Context: an optimization exercise on an open-source flow, tuned for small area and a short achievable clock period. The choices shown serve that exercise and are no tape-out recipe. The RTL was checked by simulation tests, not by an equivalence proof against the original design. Power and IR drop assume default switching activity.

## trial 88
// ifetcher_top
module ifetcher_top #(parameter PCW=32, parameter IW=32, parameter CW=8) (
	iClk,
	iResetn,
	fromCache_resp,
	fromCache_instr,
	toCache_req,
	toCache_pc,
	iJumpVld,
	iJumpPC,
	fromDec_RE,
	toDec_RD,
	toDec_empty,
	oTimeoutFatal
);
	input iClk,iResetn;
	input fromCache_resp;
	input iJumpVld;
	input [PCW-1:0] iJumpPC;
	input [IW*4-1:0] fromCache_instr;
	input fromDec_RE;
	output toCache_req;
	output [PCW-1:0] toCache_pc;
	output oTimeoutFatal;
	output [IW*4-1:0] toDec_RD;
	output toDec_empty;
	localparam N = 7;
	localparam W = IW*4;
	reg [PCW-1:0] rPC;
	wire [PCW-1:0] pc = iJumpVld ? iJumpPC : rPC;
	assign toCache_pc = pc;
	wire [PCW-1:0] pcInc = {pc[PCW-1:2] + 1'b1, pc[1:0]};
	always @(posedge iClk or negedge iResetn) begin
		if (!iResetn)
			rPC <= {PCW{1'b0}};
		else if (fromCache_resp)
			rPC <= pcInc;
		else
			rPC <= pc;
	end
	reg rReq;
	reg rFullD;  
	reg [CW-1:0] rCnt;
	reg rFatal;
	reg rJumpPend;
	reg rFlush;
	reg [2:0] rCount;
	reg rFilled;  
	reg rEmptyD;  
	assign toCache_req = rReq;
	assign oTimeoutFatal = rFatal;
	assign toDec_empty = ~rFilled;
	wire cntZero = ~|rCnt;
	wire clear = rFlush | (rJumpPend & cntZero);
	wire [CW-1:0] cntNext = fromCache_resp ? {CW{1'b0}} :
	                        ~rFullD ? rCnt + 1'b1 : rCnt;
	wire [2:0] countNext = clear ? 3'd0 :
	                       rCount + {2'b0,fromCache_resp} - {2'b0,fromDec_RE};
	always @(posedge iClk or negedge iResetn) begin
		if (!iResetn) begin
			rReq <= 1'b0;
			rFullD <= 1'b1;
			rCnt <= {CW{1'b0}};
			rFatal <= 1'b0;
			rJumpPend <= 1'b0;
			rFlush <= 1'b0;
			rCount <= 3'd0;
			rFilled <= 1'b0;
			rEmptyD <= 1'b1;
		end else begin
			rReq <= (rCount < 3'd6);
			rFullD <= (rCount >= 3'd6);
			rCnt <= cntNext;
			rFatal <= &cntNext;
			if (iJumpVld)
				rJumpPend <= 1'b1;
			else if (rFlush)
				rJumpPend <= 1'b0;
			rFlush <= ~rFlush & rJumpPend & cntZero;
			rCount <= countNext;
			rFilled <= (countNext != 3'd0);
			rEmptyD <= (countNext == 3'd0);
		end
	end
	localparam NB = N-1;
	reg [NB-1:0] rWSel, rRdSel;
	reg rBEmpty;
	reg [W-1:0] rHead;
	reg [W-1:0] ring [0:NB-1];
	wire toHead = rEmptyD | (fromDec_RE & rBEmpty);
	wire ringWr = fromCache_resp & ~toHead;
	wire ringRd = fromDec_RE & ~rBEmpty;
	wire bEmptyNext = (countNext <= 3'd1);
  ...
For scale: about 1900 cells after synthesis, about 35000 µm² of cells after synthesis.
==> module ifetcher_top, before the edit <==
module ifetcher_top #(parameter PCW=32, parameter IW=32, parameter CW=8) (
	iClk,
	iResetn,
	fromCache_resp,
	fromCache_instr,
	toCache_req,
	toCache_pc,
	iJumpVld,
	iJumpPC,
	fromDec_RE,
	toDec_RD,
	toDec_empty,
	oTimeoutFatal
);
	input iClk,iResetn;
	input fromCache_resp;
	input iJumpVld;
	input [PCW-1:0] iJumpPC;
	input [IW*4-1:0] fromCache_instr;
	input fromDec_RE;
	output toCache_req;
	output [PCW-1:0] toCache_pc;
	output oTimeoutFatal;
	output [IW*4-1:0] toDec_RD;
	output toDec_empty;
	localparam N = 7;
	localparam W = IW*4;
	reg [PCW-1:0] rPC;
	wire [PCW-1:0] pc = iJumpVld ? iJumpPC : rPC;
	assign toCache_pc = pc;
	wire [PCW-1:0] pcInc = {pc[PCW-1:2] + 1'b1, pc[1:0]};
	always @(posedge iClk or negedge iResetn) begin
		if (!iResetn)
			rPC <= {PCW{1'b0}};
		else if (fromCache_resp)
			rPC <= pcInc;
		else
			rPC <= pc;
	end
	reg rReq;
	reg rFullD;  
	reg [CW-1:0] rCnt;
	reg rFatal;
	reg rJumpPend;
	reg rFlush;
	reg [2:0] rCount;
	reg rFilled;  
	reg rEmptyD;  
	assign toCache_req = rReq;
	assign oTimeoutFatal = rFatal;
	assign toDec_empty = ~rFilled;
	wire cntZero = ~|rCnt;
	wire clear = rFlush | (rJumpPend & cntZero);
	wire [CW-1:0] cntNext = fromCache_resp ? {CW{1'b0}} :
	                        ~rFullD ? rCnt + 1'b1 : rCnt;
	wire [2:0] countNext = clear ? 3'd0 :
	                       rCount + {2'b0,fromCache_resp} - {2'b0,fromDec_RE};
	always @(posedge iClk or negedge iResetn) begin
		if (!iResetn) begin
			rReq <= 1'b0;
			rFullD <= 1'b1;
			rCnt <= {CW{1'b0}};
			rFatal <= 1'b0;
			rJumpPend <= 1'b0;
			rFlush <= 1'b0;
			rCount <= 3'd0;
			rFilled <= 1'b0;
			rEmptyD <= 1'b1;
		end else begin
			rReq <= (rCount < 3'd6);
			rFullD <= (rCount >= 3'd6);
			rCnt <= cntNext;
			rFatal <= &cntNext;
			if (iJumpVld)
				rJumpPend <= 1'b1;
			else if (rFlush)
				rJumpPend <= 1'b0;
			rFlush <= ~rFlush & rJumpPend & cntZero;
			rCount <= countNext;
			rFilled <= (countNext != 3'd0);
			rEmptyD <= (countNext == 3'd0);
		end
	end
	localparam NB = N-1;
	reg [NB-1:0] rWSel, rRdSel;
	reg rBEmpty;
	reg [W-1:0] rHead;
	reg [W-1:0] ring [0:NB-1];
	wire toHead = rEmptyD | (fromDec_RE & rBEmpty);
	wire ringWr = fromCache_resp & ~toHead;
	wire ringRd = fromDec_RE & ~rBEmpty;
	wire bEmptyNext = (countNext <= 3'd1);
	wire [NB-1:0] rdPtr = rBEmpty ? rWSel : rRdSel;
	wire [NB-1:0] rdPtrNext = clear ? {{NB-1{1'b0}},1'b1} :
	                          ringRd ? {rdPtr[NB-2:0],rdPtr[NB-1]} : rdPtr;
	always @(posedge iClk or negedge iResetn) begin
		if (!iResetn) begin
			rWSel <= {{NB-1{1'b0}},1'b1};
			rRdSel <= {NB{1'b0}};
			rBEmpty <= 1'b1;
		end else begin
			if (clear)
				rWSel <= {{NB-1{1'b0}},1'b1};
			else if (ringWr)
				rWSel <= {rWSel[NB-2:0],rWSel[NB-1]};
			rRdSel <= rdPtrNext & {NB{~bEmptyNext}};
			rBEmpty <= bEmptyNext;
		end
	end
	integer i;
	always @(posedge iClk) begin
		for (i = 0; i < NB; i = i + 1)
			if (fromCache_resp & rWSel[i])
				ring[i] <= fromCache_instr;
	end
	reg [W-1:0] headD;
	always @(*) begin
		headD = fromCache_instr & {W{rBEmpty}};
		for (i = 0; i < NB; i = i + 1)
			headD = headD | (ring[i] & {W{rRdSel[i]}});
	end
	always @(posedge iClk) begin
		if (fromDec_RE | rEmptyD)
			rHead <= headD;
	end
	assign toDec_RD = rHead;
endmodule
clock: 4.0 ns
lec_check: 0
abc_clock_period_in_ps: 2000
cap_margin: 20
core_margin: 2
core_utilization: 65
place_density: 0.7
setup_slack_margin: 2.0
slew_margin: 20
tns_end_percent: 0
standard.sh (not shown) runs the stock make flow with config.mk's settings and CLKGATE_MAP_FILE= SYNTH_SCRIPT=/design/flow/synth_recipe.tcl, a recipe that flattens the netlist after the stock synthesis.
==> flow/flow/run.sh <==
#!/bin/bash
# Standard synthesis, then a small netlist rewrite of the toCache_pc muxes
# (flow/eco_pc.tcl), then the standard layout with plain buf_1 port buffers
# and a clock tree of larger leaf clusters without dummy loads; pin
# placement constrained by flow/io.tcl.
set -euo pipefail
export BUFFER_PORTS_ARGS="-buffer_cell sky130_fd_sc_hd__buf_1"
export IO_CONSTRAINTS="$PWD/flow/io.tcl"
export CTS_ARGS="-sink_clustering_enable -repair_clock_nets -dont_use_dummy_load -buf_list sky130_fd_sc_hd__clkbuf_16 -sink_clustering_size 28 -sink_clustering_max_diameter 80"
bash standard.sh synth > flow_synth.log 2>&1
R=orfs/results/${FLOW_PLATFORM}/ifetcher_top/base
ECO_IN=$R/1_synth.odb ECO_OUT=$R/1_synth.odb openroad -no_init -exit flow/eco_pc.tcl > flow_eco.log 2>&1
bash standard.sh > flow_make.log 2>&1
Other scripts of this flow, unchanged in this note and not shown: flow/flow/eco_pc.tcl, flow/flow/io.tcl
## Diff of input files: trial 7 against trial 88
--- a/flow/design.v
+++ b/flow/design.v
@@ -39,5 +39,4 @@
 	end
 	reg rReq;
-	reg rFullD;  
 	reg [CW-1:0] rCnt;
 	reg rFatal;
@@ -46,5 +45,4 @@
 	reg [2:0] rCount;
 	reg rFilled;  
-	reg rEmptyD;  
 	assign toCache_req = rReq;
 	assign oTimeoutFatal = rFatal;
@@ -53,5 +51,5 @@
 	wire clear = rFlush | (rJumpPend & cntZero);
 	wire [CW-1:0] cntNext = fromCache_resp ? {CW{1'b0}} :
-	                        ~rFullD ? rCnt + 1'b1 : rCnt;
+	                        rReq ? rCnt + 1'b1 : rCnt;
 	wire [2:0] countNext = clear ? 3'd0 :
 	                       rCount + {2'b0,fromCache_resp} - {2'b0,fromDec_RE};
@@ -59,5 +57,4 @@
 		if (!iResetn) begin
 			rReq <= 1'b0;
-			rFullD <= 1'b1;
 			rCnt <= {CW{1'b0}};
 			rFatal <= 1'b0;
@@ -66,8 +63,6 @@
 			rCount <= 3'd0;
 			rFilled <= 1'b0;
-			rEmptyD <= 1'b1;
 		end else begin
 			rReq <= (rCount < 3'd6);
-			rFullD <= (rCount >= 3'd6);
 			rCnt <= cntNext;
 			rFatal <= &cntNext;
@@ -79,31 +74,30 @@
 			rCount <= countNext;
 			rFilled <= (countNext != 3'd0);
-			rEmptyD <= (countNext == 3'd0);
 		end
 	end
 	localparam NB = N-1;
-	reg [NB-1:0] rWSel, rRdSel;
+	reg [NB-1:0] rWSel, rRSel;
 	reg rBEmpty;
 	reg [W-1:0] rHead;
 	reg [W-1:0] ring [0:NB-1];
-	wire toHead = rEmptyD | (fromDec_RE & rBEmpty);
+	wire toHead = ~rFilled | (fromDec_RE & rBEmpty);
 	wire ringWr = fromCache_resp & ~toHead;
 	wire ringRd = fromDec_RE & ~rBEmpty;
-	wire bEmptyNext = (countNext <= 3'd1);
-	wire [NB-1:0] rdPtr = rBEmpty ? rWSel : rRdSel;
-	wire [NB-1:0] rdPtrNext = clear ? {{NB-1{1'b0}},1'b1} :
-	                          ringRd ? {rdPtr[NB-2:0],rdPtr[NB-1]} : rdPtr;
 	always @(posedge iClk or negedge iResetn) begin
 		if (!iResetn) begin
 			rWSel <= {{NB-1{1'b0}},1'b1};
-			rRdSel <= {NB{1'b0}};
+			rRSel <= {{NB-1{1'b0}},1'b1};
 			rBEmpty <= 1'b1;
 		end else begin
-			if (clear)
+			if (clear) begin
 				rWSel <= {{NB-1{1'b0}},1'b1};
-			else if (ringWr)
-				rWSel <= {rWSel[NB-2:0],rWSel[NB-1]};
-			rRdSel <= rdPtrNext & {NB{~bEmptyNext}};
-			rBEmpty <= bEmptyNext;
+				rRSel <= {{NB-1{1'b0}},1'b1};
+			end else begin
+				if (ringWr)
+					rWSel <= {rWSel[NB-2:0],rWSel[NB-1]};
+				if (ringRd)
+					rRSel <= {rRSel[NB-2:0],rRSel[NB-1]};
+			end
+			rBEmpty <= (countNext <= 3'd1);
 		end
 	end
@@ -114,12 +108,13 @@
 				ring[i] <= fromCache_instr;
 	end
+	wire [NB-1:0] rdSel = rRSel & {NB{~rBEmpty}};
 	reg [W-1:0] headD;
 	always @(*) begin
 		headD = fromCache_instr & {W{rBEmpty}};
 		for (i = 0; i < NB; i = i + 1)
-			headD = headD | (ring[i] & {W{rRdSel[i]}});
+			headD = headD | (ring[i] & {W{rdSel[i]}});
 	end
 	always @(posedge iClk) begin
-		if (fromDec_RE | rEmptyD)
+		if (fromDec_RE | ~rFilled)
 			rHead <= headD;
 	end
Findings:
Diff trial 88 -> trial 7: width of the die now sits at about the same level; share of total power in the clock network now sits lower.
Setup WNS trial 88 -> trial 7: worse
Diff trial 88..trial 7 | number of buffers on the longest clock path | unchanged
Area added between synthesis and finish delta for trial 7 relative to trial 88: 0.22 points lower
Part of the power in combinational logic: trial 7 vs trial 88 up 0.9 points
STATUS power: trial 7 wins against trial 88

## separate check: timing with driven ports
The flow's constraints put no driver on any port. The routed layouts listed below were extracted and timed again, unchanged, in two steps.
Step 1: set_driving_cell puts a clkbuf_16 on iClk and a buf_2 on each other input, an assumption about the parent block.
Step 2, shift: input delay + t, output delay - t, t = (earliest + latest rising clock arrival at the registers) / 2. This alone moves slack from input paths to output paths.
Slacks: no drivers / after step 1 / after step 2; pairs: no drivers / after step 1.
run | t (ns) | setup slack, ns | worst setup path at the end | latest minus earliest clock arrival (ns) | slew at the worst register clock pin (ns)
trial 88 | 0.621 | 1.870 / 1.706 / 1.233 | input to register | 0.077 / 0.077 | 0.11 / 0.11
trial 7 | 0.637 | 1.865 / 1.748 / 1.238 | input to register | 0.040 / 0.040 | 0.10 / 0.10
After both steps every run listed still meets setup and hold. For trial 88, which loses most, drivers alone change the setup slack by -0.164 ns; drivers and shift together by -0.637 ns.
